What follows belongs to an exercise in optimizing a design on an open flow for small area, a short achievable clock period and few clock cycles per item; a production flow would make more cautious choices.
At most, simulation tests tie the RTL to the original design; equivalence was not proved.
Power and IR drop assume default switching activity.

## systolic_pe
module systolic_pe(
  clk, reset, cntrl,
  i_stb, o_stb, i_busy, o_busy,
  data_in, weight_in, acc_in,
  acc_out, data_out, weight_out
);
For scale: roughly 370 cells after synthesis, ~65 flip-flops, about 0.0046 mm2 of cells after synthesis.
make LEC_CHECK=0 CAP_MARGIN=20 CORE_MARGIN=2 CORE_UTILIZATION=40 SLEW_MARGIN=20 finish   # period 5.0 ns
run.sh (not shown) runs the stock make flow with config.mk's settings and CLKGATE_MAP_FILE= SYNTH_SCRIPT=/design/flow/synth_recipe.tcl, a recipe that flattens the netlist after the stock synthesis.
Rerun with:
--- a/flow/design.v
+++ b/flow/design.v
@@ -203,22 +203,28 @@
   wire fa47_s = fa34_c ^ pp7_7 ^ acc_in[14];
   wire fa47_c = (fa34_c & pp7_7) | (fa34_c & acc_in[14]) | (pp7_7 & acc_in[14]);
   wire [16:0] row0 = {1'b0, fa47_c, fa46_c, fa45_c, fa44_c, fa43_c, fa42_c, fa41_c, fa40_c, fa39_c, fa38_c, fa37_c, fa36_c, fa35_c, ha7_c, acc_in[1], pp0_0};
   wire [16:0] row1 = {1'b0, acc_in[15], fa47_s, fa46_s, fa45_s, fa44_s, fa43_s, fa42_s, fa41_s, fa40_s, fa39_s, fa38_s, fa37_s, fa36_s, fa35_s, ha7_s, acc_in[0]};
   reg [7:0]  data_r;
   reg [7:0]  weight_r;
   reg [15:0] acc_hi_r;
-  reg  [16:0] row0_r;
-  reg  [16:0] row1_r;
+  wire [8:0] sum_lo = row0[7:0] + row1[7:0];
+  reg  [7:0] sum_lo_r;
+  reg  [16:8] row0_r;
+  reg  [16:8] row1_r;
+  reg  cin_r;
   always @(posedge clk) begin
     if (load) begin
       data_r   <= data_in;
       weight_r <= weight_in;
       acc_hi_r <= acc_in[31:16];
-      row0_r   <= row0;
-      row1_r   <= row1;
+      sum_lo_r <= sum_lo[7:0];
+      cin_r    <= sum_lo[8];
+      row0_r   <= row0[16:8];
+      row1_r   <= row1[16:8];
     end
   end
-  assign acc_out    = {acc_hi_r, row0_r[15:0]} + {15'd0, row1_r[16] | row0_r[16], row1_r[15:0]};
+  wire [31:8] hi = {acc_hi_r, row0_r[15:8]} + {15'd0, row1_r[16] | row0_r[16], row1_r[15:8]} + cin_r;
+  assign acc_out    = {hi, sum_lo_r};
   assign data_out   = data_r;
   assign weight_out = weight_r;
 endmodule
Count of clock-buffer cells in the layout went down by 1.
Combinational power decreases by roughly a tenth.
Sequential cell count decreases by 7.
Utilization shrinks by 0.65 points.
Die area fell by a few percent.
Global-route usage grows by 0.81 points.
First-iteration DRC count fell by well over a third.
Sequential share of layout area went down by 2.6 points.
No run of this note included a check of the RTL's function; only the layout flow was run.

* * *

systolic_pe, a different RTL version from the one above (not shown whole).
Size in the first run: ~300 cells after synthesis, about 100 I/O pins.
Settings: LEC_CHECK=0, CAP_MARGIN=20, CORE_MARGIN=2, CORE_UTILIZATION=40, SETUP_SLACK_MARGIN=0, SLEW_MARGIN=20; clock period 5.0 ns.
standard.sh (not shown) runs the stock make flow with config.mk's settings and CLKGATE_MAP_FILE= SYNTH_SCRIPT=/design/flow/synth_recipe.tcl, a recipe that flattens the netlist after the stock synthesis.
==> flow/flow/run.sh <==
#!/bin/bash
# The standard layout, with two changes: Yosys's synth runs without its quick
# internal abc pass (so the full adders extract without inverters; the final
# abc mapping still runs), and the port buffers are plain buffer cells.
set -euo pipefail
export SYNTH_ARGS="-noabc"
export BUFFER_PORTS_ARGS="-buffer_cell sky130_fd_sc_hd__buf_2"
bash standard.sh finish > standard_flow.log 2>&1
Rerun with:
--- a/flow/design.v
+++ b/flow/design.v
@@ -198,34 +198,34 @@
   wire fa44_c = (fa31_c & fa22_s) | (fa31_c & fa32_s) | (fa22_s & fa32_s);
   wire fa45_s = fa32_c ^ fa23_s ^ fa33_s;
   wire fa45_c = (fa32_c & fa23_s) | (fa32_c & fa33_s) | (fa23_s & fa33_s);
   wire fa46_s = fa33_c ^ acc_in[13] ^ fa34_s;
   wire fa46_c = (fa33_c & acc_in[13]) | (fa33_c & fa34_s) | (acc_in[13] & fa34_s);
   wire fa47_s = fa34_c ^ pp7_7 ^ acc_in[14];
   wire fa47_c = (fa34_c & pp7_7) | (fa34_c & acc_in[14]) | (pp7_7 & acc_in[14]);
   wire [16:0] row0 = {1'b0, fa47_c, fa46_c, fa45_c, fa44_c, fa43_c, fa42_c, fa41_c, fa40_c, fa39_c, fa38_c, fa37_c, fa36_c, fa35_c, ha7_c, acc_in[1], pp0_0};
   wire [16:0] row1 = {1'b0, acc_in[15], fa47_s, fa46_s, fa45_s, fa44_s, fa43_s, fa42_s, fa41_s, fa40_s, fa39_s, fa38_s, fa37_s, fa36_s, fa35_s, ha7_s, acc_in[0]};
   reg [7:0]  data_r;
   reg [7:0]  weight_r;
   reg [15:0] acc_hi_r;
-  wire [8:0] sum_lo = row0[7:0] + row1[7:0];
-  reg  [7:0] sum_lo_r;
-  reg  [16:8] row0_r;
-  reg  [16:8] row1_r;
+  wire [4:0] sum_lo = row0[3:0] + row1[3:0];
+  reg  [3:0] sum_lo_r;
+  reg  [16:4] row0_r;
+  reg  [16:4] row1_r;
   reg  cin_r;
   always @(posedge clk) begin
     if (load) begin
       data_r   <= data_in;
       weight_r <= weight_in;
       acc_hi_r <= acc_in[31:16];
-      sum_lo_r <= sum_lo[7:0];
-      cin_r    <= sum_lo[8];
-      row0_r   <= row0[16:8];
-      row1_r   <= row1[16:8];
+      sum_lo_r <= sum_lo[3:0];
+      cin_r    <= sum_lo[4];
+      row0_r   <= row0[16:4];
+      row1_r   <= row1[16:4];
     end
   end
-  wire [9:0] mid = {row0_r[15:8], cin_r} + {row1_r[15:8], cin_r};
-  wire [15:0] hi = acc_hi_r + {15'd0, mid[9] | row0_r[16] | row1_r[16]};
-  assign acc_out    = {hi, mid[8:1], sum_lo_r};
+  wire [13:0] mid = {row0_r[15:4], cin_r} + {row1_r[15:4], cin_r};
+  wire [15:0] hi = acc_hi_r + {15'd0, mid[13] | row0_r[16] | row1_r[16]};
+  assign acc_out    = {hi, mid[12:1], sum_lo_r};
   assign data_out   = data_r;
   assign weight_out = weight_r;
 endmodule
Result:
- synthesized area increases by about 5%
- clock-buffer cell count is unchanged
- die area increases by about 4.7%
- design area increases by 2.4%
- setup slack degrades by 0.16 ns
- first-iteration DRC count increases by 3.8%
- via count increases by about 4%
- non-clock buffer count does not change
- routed wire length increases by about 7%
- sequential power increases by 4.7%
- power increases by 2.4%
No run of this note included a check of the RTL's function; only the layout flow was run.

* * *

Setup of delta:
systolic_pe, a different RTL version from the one above (not shown whole).
Size in the first run: roughly 100 I/O pins, about 0.0042 mm² of cells after synthesis.
==> flow/design.v (excerpt) <==
module systolic_pe(
  clk, reset, cntrl,
  i_stb, o_stb, i_busy, o_busy,
  data_in, weight_in, acc_in,
  acc_out, data_out, weight_out
);
  input wire clk;
  input wire reset;
  input wire cntrl;
  input wire i_stb;
  input wire i_busy;
  input wire [7:0] data_in;
  input wire [7:0] weight_in;
  input wire [31:0] acc_in;
  output wire [31:0] acc_out;
  output wire [7:0] data_out;
  output wire [7:0] weight_out;
  output wire o_stb;
  output wire o_busy;
  reg valid;
  wire load = ~valid | ~i_busy;
  always @(posedge clk) begin
    if (reset) valid <= 1'b0;
    else if (load) valid <= i_stb;
  end
  assign o_stb  = valid;
  assign o_busy = valid;
  wire pp0_0 = data_in[0] & weight_in[0];
  wire pp0_1 = data_in[0] & weight_in[1];
  wire pp0_2 = data_in[0] & weight_in[2];
  wire pp0_3 = data_in[0] & weight_in[3];
  wire pp0_4 = data_in[0] & weight_in[4];
  wire pp0_5 = data_in[0] & weight_in[5];
  wire pp0_6 = data_in[0] & weight_in[6];
  wire pp0_7 = data_in[0] & weight_in[7];
  wire pp1_0 = data_in[1] & weight_in[0];
  wire pp1_1 = data_in[1] & weight_in[1];
  wire pp1_2 = data_in[1] & weight_in[2];
  wire pp1_3 = data_in[1] & weight_in[3];
  wire pp1_4 = data_in[1] & weight_in[4];
  wire pp1_5 = data_in[1] & weight_in[5];
  wire pp1_6 = data_in[1] & weight_in[6];
  wire pp1_7 = data_in[1] & weight_in[7];
  wire pp2_0 = data_in[2] & weight_in[0];
  wire pp2_1 = data_in[2] & weight_in[1];
  wire pp2_2 = data_in[2] & weight_in[2];
  wire pp2_3 = data_in[2] & weight_in[3];
  wire pp2_4 = data_in[2] & weight_in[4];
  wire pp2_5 = data_in[2] & weight_in[5];
  wire pp2_6 = data_in[2] & weight_in[6];
  wire pp2_7 = data_in[2] & weight_in[7];
  wire pp3_0 = data_in[3] & weight_in[0];
  wire pp3_1 = data_in[3] & weight_in[1];
  wire pp3_2 = data_in[3] & weight_in[2];
  wire pp3_3 = data_in[3] & weight_in[3];
  wire pp3_4 = data_in[3] & weight_in[4];
  wire pp3_5 = data_in[3] & weight_in[5];
  wire pp3_6 = data_in[3] & weight_in[6];
  wire pp3_7 = data_in[3] & weight_in[7];
  wire pp4_0 = data_in[4] & weight_in[0];
  wire pp4_1 = data_in[4] & weight_in[1];
  wire pp4_2 = data_in[4] & weight_in[2];
  wire pp4_3 = data_in[4] & weight_in[3];
  wire pp4_4 = data_in[4] & weight_in[4];
  wire pp4_5 = data_in[4] & weight_in[5];
  wire pp4_6 = data_in[4] & weight_in[6];
  ...
Settings: LEC_CHECK=0, CAP_MARGIN=20, CORE_MARGIN=2, CORE_UTILIZATION=40, SETUP_SLACK_MARGIN=0, SLEW_MARGIN=20; clock period 5.0 ns.
Scripts as last shown in full above: flow/flow/run.sh
Testbench counts of delta, summed over its fixed seeds: cycles 2,056, items 2,048.
--- input diff delta..violet ---
diff --git a/flow/design.v b/flow/design.v
--- a/flow/design.v
+++ b/flow/design.v
@@ -199,51 +199,32 @@
   wire fa45_s = fa32_c ^ fa23_s ^ fa33_s;
   wire fa45_c = (fa32_c & fa23_s) | (fa32_c & fa33_s) | (fa23_s & fa33_s);
   wire fa46_s = fa33_c ^ acc_in[13] ^ fa34_s;
   wire fa46_c = (fa33_c & acc_in[13]) | (fa33_c & fa34_s) | (acc_in[13] & fa34_s);
   wire fa47_s = fa34_c ^ pp7_7 ^ acc_in[14];
   wire fa47_c = (fa34_c & pp7_7) | (fa34_c & acc_in[14]) | (pp7_7 & acc_in[14]);
   wire [16:0] row0 = {1'b0, fa47_c, fa46_c, fa45_c, fa44_c, fa43_c, fa42_c, fa41_c, fa40_c, fa39_c, fa38_c, fa37_c, fa36_c, fa35_c, ha7_c, acc_in[1], pp0_0};
   wire [16:0] row1 = {1'b0, acc_in[15], fa47_s, fa46_s, fa45_s, fa44_s, fa43_s, fa42_s, fa41_s, fa40_s, fa39_s, fa38_s, fa37_s, fa36_s, fa35_s, ha7_s, acc_in[0]};
   reg [7:0]  data_r;
   reg [7:0]  weight_r;
   reg [15:0] acc_hi_r;
-  wire [6:0] sum_lo = row0[5:0] + row1[5:0];
-  reg  [5:0] sum_lo_r;
-  reg  [16:6] row0_r;
-  reg  [16:6] row1_r;
+  wire [8:0] sum_lo = row0[7:0] + row1[7:0];
+  reg  [7:0] sum_lo_r;
+  reg  [16:8] row0_r;
+  reg  [16:8] row1_r;
   reg  cin_r;
   always @(posedge clk) begin
     if (load) begin
       data_r   <= data_in;
       weight_r <= weight_in;
       acc_hi_r <= acc_in[31:16];
-      sum_lo_r <= sum_lo[5:0];
-      cin_r    <= sum_lo[6];
-      row0_r   <= row0[16:6];
-      row1_r   <= row1[16:6];
+      sum_lo_r <= sum_lo[7:0];
+      cin_r    <= sum_lo[8];
+      row0_r   <= row0[16:8];
+      row1_r   <= row1[16:8];
     end
   end
-  wire [11:0] mid = {row0_r[15:6], cin_r} + {row1_r[15:6], cin_r};
-  wire inc = mid[11] | row0_r[16] | row1_r[16];
-  wire [15:0] all1;
-  assign all1[0] = 1'b1;
-  assign all1[1] = &acc_hi_r[0:0];
-  assign all1[2] = &acc_hi_r[1:0];
-  assign all1[3] = &acc_hi_r[2:0];
-  assign all1[4] = &acc_hi_r[3:0];
-  assign all1[5] = &acc_hi_r[4:0];
-  assign all1[6] = &acc_hi_r[5:0];
-  assign all1[7] = &acc_hi_r[6:0];
-  assign all1[8] = &acc_hi_r[7:0];
-  assign all1[9] = &acc_hi_r[8:0];
-  assign all1[10] = &acc_hi_r[9:0];
-  assign all1[11] = &acc_hi_r[10:0];
-  assign all1[12] = &acc_hi_r[11:0];
-  assign all1[13] = &acc_hi_r[12:0];
-  assign all1[14] = &acc_hi_r[13:0];
-  assign all1[15] = &acc_hi_r[14:0];
-  wire [15:0] hi = acc_hi_r ^ (all1 & {16{inc}});
-  assign acc_out    = {hi, mid[10:1], sum_lo_r};
+  wire [31:8] hi = {acc_hi_r, row0_r[15:8]} + {15'd0, row1_r[16] | row0_r[16], row1_r[15:8]} + cin_r;
+  assign acc_out    = {hi, sum_lo_r};
   assign data_out   = data_r;
   assign weight_out = weight_r;
 endmodule
Notes after the runs:
- Diff violet and delta: routed length per placed instance lower in delta
- violet against delta: number of buffers created by CTS roughly the same; multi-input gate share of total cell area shows an increase of 1.4 points.
- NOTE total nets after synthesis delta->violet decreased by a few percent
- violet: synthesized cell count about 3% below delta
- Relative to delta, period utilization has increased by 6.4 points in violet.
- On compound-cell area share of the yosys netlist: between violet and delta, it ends up higher for delta.
- Largest net degree at the start of global routing (delta / violet): 1.5
No functional check of the RTL was part of violet.

* * *

systolic_pe, a different RTL version from the one above (not shown whole).
Size: ~300 cells after synthesis, ~58 flip-flops, about 0.0041 sq mm of cells after synthesis.
## systolic_pe
module systolic_pe(
  clk, reset, cntrl,
  i_stb, o_stb, i_busy, o_busy,
  data_in, weight_in, acc_in,
  acc_out, data_out, weight_out
);
export LEC_CHECK = 0
export CAP_MARGIN = 20
export CORE_MARGIN = 2
export CORE_UTILIZATION = 40
export SETUP_SLACK_MARGIN = 0
export SLEW_MARGIN = 20
create_clock -name core_clock -period 5.0 [get_ports {clk}]
Scripts as last shown in full above: flow/flow/run.sh
Then changed:
--- a/flow/design.v
+++ b/flow/design.v
@@ -200,51 +200,51 @@
   wire fa45_c = (fa22_c & fa33_s) | (fa22_c & fa32_c) | (fa33_s & fa32_c);
   wire fa46_s = fa23_c ^ fa34_s ^ fa33_c;
   wire fa46_c = (fa23_c & fa34_s) | (fa23_c & fa33_c) | (fa34_s & fa33_c);
   wire fa47_s = acc_in[14] ^ pp7_7 ^ fa34_c;
   wire fa47_c = (acc_in[14] & pp7_7) | (acc_in[14] & fa34_c) | (pp7_7 & fa34_c);
   wire [16:0] row0 = {1'b0, fa47_c, fa46_c, fa45_c, fa44_c, fa43_c, fa42_c, fa41_c, fa40_c, fa39_c, fa38_c, fa37_c, fa36_c, fa35_c, ha7_c, pp1_0, acc_in[0]};
   wire [16:0] row1 = {1'b0, acc_in[15], fa47_s, fa46_s, fa45_s, fa44_s, fa43_s, fa42_s, fa41_s, fa40_s, fa39_s, fa38_s, fa37_s, fa36_s, fa35_s, ha7_s, pp0_0};
   wire top = row0[16] | row1[16];
   reg [7:0]  data_r;
   reg [7:0]  weight_r;
   reg [15:0] acc_hi_r;
-  wire [8:0] sum_lo = row0[7:0] + row1[7:0];
-  reg  [7:0] sum_lo_r;
-  reg  [16:8] row0_r;
-  reg  [15:8] row1_r;
+  wire [7:0] sum_lo = row0[6:0] + row1[6:0];
+  reg  [6:0] sum_lo_r;
+  reg  [16:7] row0_r;
+  reg  [15:7] row1_r;
   reg  cin_r;
   always @(posedge clk) begin
     if (load) begin
       data_r   <= data_in;
       weight_r <= weight_in;
       acc_hi_r <= acc_in[31:16];
-      sum_lo_r <= sum_lo[7:0];
-      cin_r    <= sum_lo[8];
-      row0_r   <= {top, row0[15:8]};
-      row1_r   <= row1[15:8];
+      sum_lo_r <= sum_lo[6:0];
+      cin_r    <= sum_lo[7];
+      row0_r   <= {top, row0[15:7]};
+      row1_r   <= row1[15:7];
     end
   end
-  wire [9:0] mid = {row0_r[15:8], cin_r} + {row1_r[15:8], cin_r};
-  wire inc = mid[9] | row0_r[16];
+  wire [10:0] mid = {row0_r[15:7], cin_r} + {row1_r[15:7], cin_r};
+  wire inc = mid[10] | row0_r[16];
   wire [15:0] all1;
   assign all1[0] = 1'b1;
   assign all1[1] = &acc_hi_r[0:0];
   assign all1[2] = &acc_hi_r[1:0];
   assign all1[3] = &acc_hi_r[2:0];
   assign all1[4] = &acc_hi_r[3:0];
   assign all1[5] = &acc_hi_r[4:0];
   assign all1[6] = &acc_hi_r[5:0];
   assign all1[7] = &acc_hi_r[6:0];
   assign all1[8] = &acc_hi_r[7:0];
   assign all1[9] = &acc_hi_r[8:0];
   assign all1[10] = &acc_hi_r[9:0];
   assign all1[11] = &acc_hi_r[10:0];
   assign all1[12] = &acc_hi_r[11:0];
   assign all1[13] = &acc_hi_r[12:0];
   assign all1[14] = &acc_hi_r[13:0];
   assign all1[15] = &acc_hi_r[14:0];
   wire [15:0] hi = acc_hi_r ^ (all1 & {16{inc}});
-  assign acc_out    = {hi, mid[8:1], sum_lo_r};
+  assign acc_out    = {hi, mid[9:1], sum_lo_r};
   assign data_out   = data_r;
   assign weight_out = weight_r;
 endmodule
Effect: Count of clock-buffer cells in the layout is unchanged; sequential share of layout area goes up by 0.35 points; first-iteration DRC count rises by 65%; area after synthesis went up by 1.1%; sequential power goes up by about 2%; die area is higher by 1.1%; hold slack is about the same; setup slack loses 150 ps; routed wire length rises by 1.6%; via count grows by 3.8%; total power goes up by 0.85%.
Testbench counts after the change, summed over its fixed seeds: cycles 2,056, items 2,048.
No functional check of the RTL was part of the first run of this note.

afterwards: timing with drivers on the ports:
How much do the figures lean on ideal ports? The routed layouts below were timed once more, with nothing changed but the port constraints. Step 1 sets driving cells, clkbuf_16 on the clock port and buf_2 on the other inputs (assumed; they add their load-dependent delay and slew). Step 2 times the ports against the registers' clock, not the clock port: input delays grow and output delays shrink by t, the midpoint of the rising clock arrivals with the driver on. a / b / c = no drivers / after step 1 / after step 2; a / b = the first two.
run	t (ns)	slack for setup (ns)	worst hold slack (ns)	latest minus earliest clock arrival (ns)	cell pins on the clock port's net
the first run of note 1	0.362	0.540 / 0.504 / 0.866	0.578 / 0.578 / 0.578	0.007 / 0.007	1
the second run of note 1	0.366	0.693 / 0.703 / 0.337	0.562 / 0.562 / 0.562	0.010 / 0.010	1
the first run of note 2	0.361	0.939 / 0.912 / 0.729	0.546 / 0.546 / 0.546	0.014 / 0.014	1
the second run of note 2	0.377	0.782 / 0.750 / 1.126	0.544 / 0.544 / 0.544	0.007 / 0.007	1
delta	0.365	1.403 / 1.369 / 1.174	0.551 / 0.551 / 0.551	0.012 / 0.012	1
violet	0.357	1.081 / 1.051 / 0.847	0.559 / 0.559 / 0.559	0.012 / 0.011	1
the first run of note 4	0.364	1.372 / 1.379 / 1.015	0.545 / 0.545 / 0.545	0.013 / 0.013	1
the second run of note 4	0.364	1.226 / 1.196 / 1.171	0.547 / 0.547 / 0.547	0.009 / 0.010	1
After both steps every run listed still meets setup and hold. For the first run of note 4, which loses most, drivers alone change the setup slack by +0.007 ns; drivers and shift together by -0.357 ns.
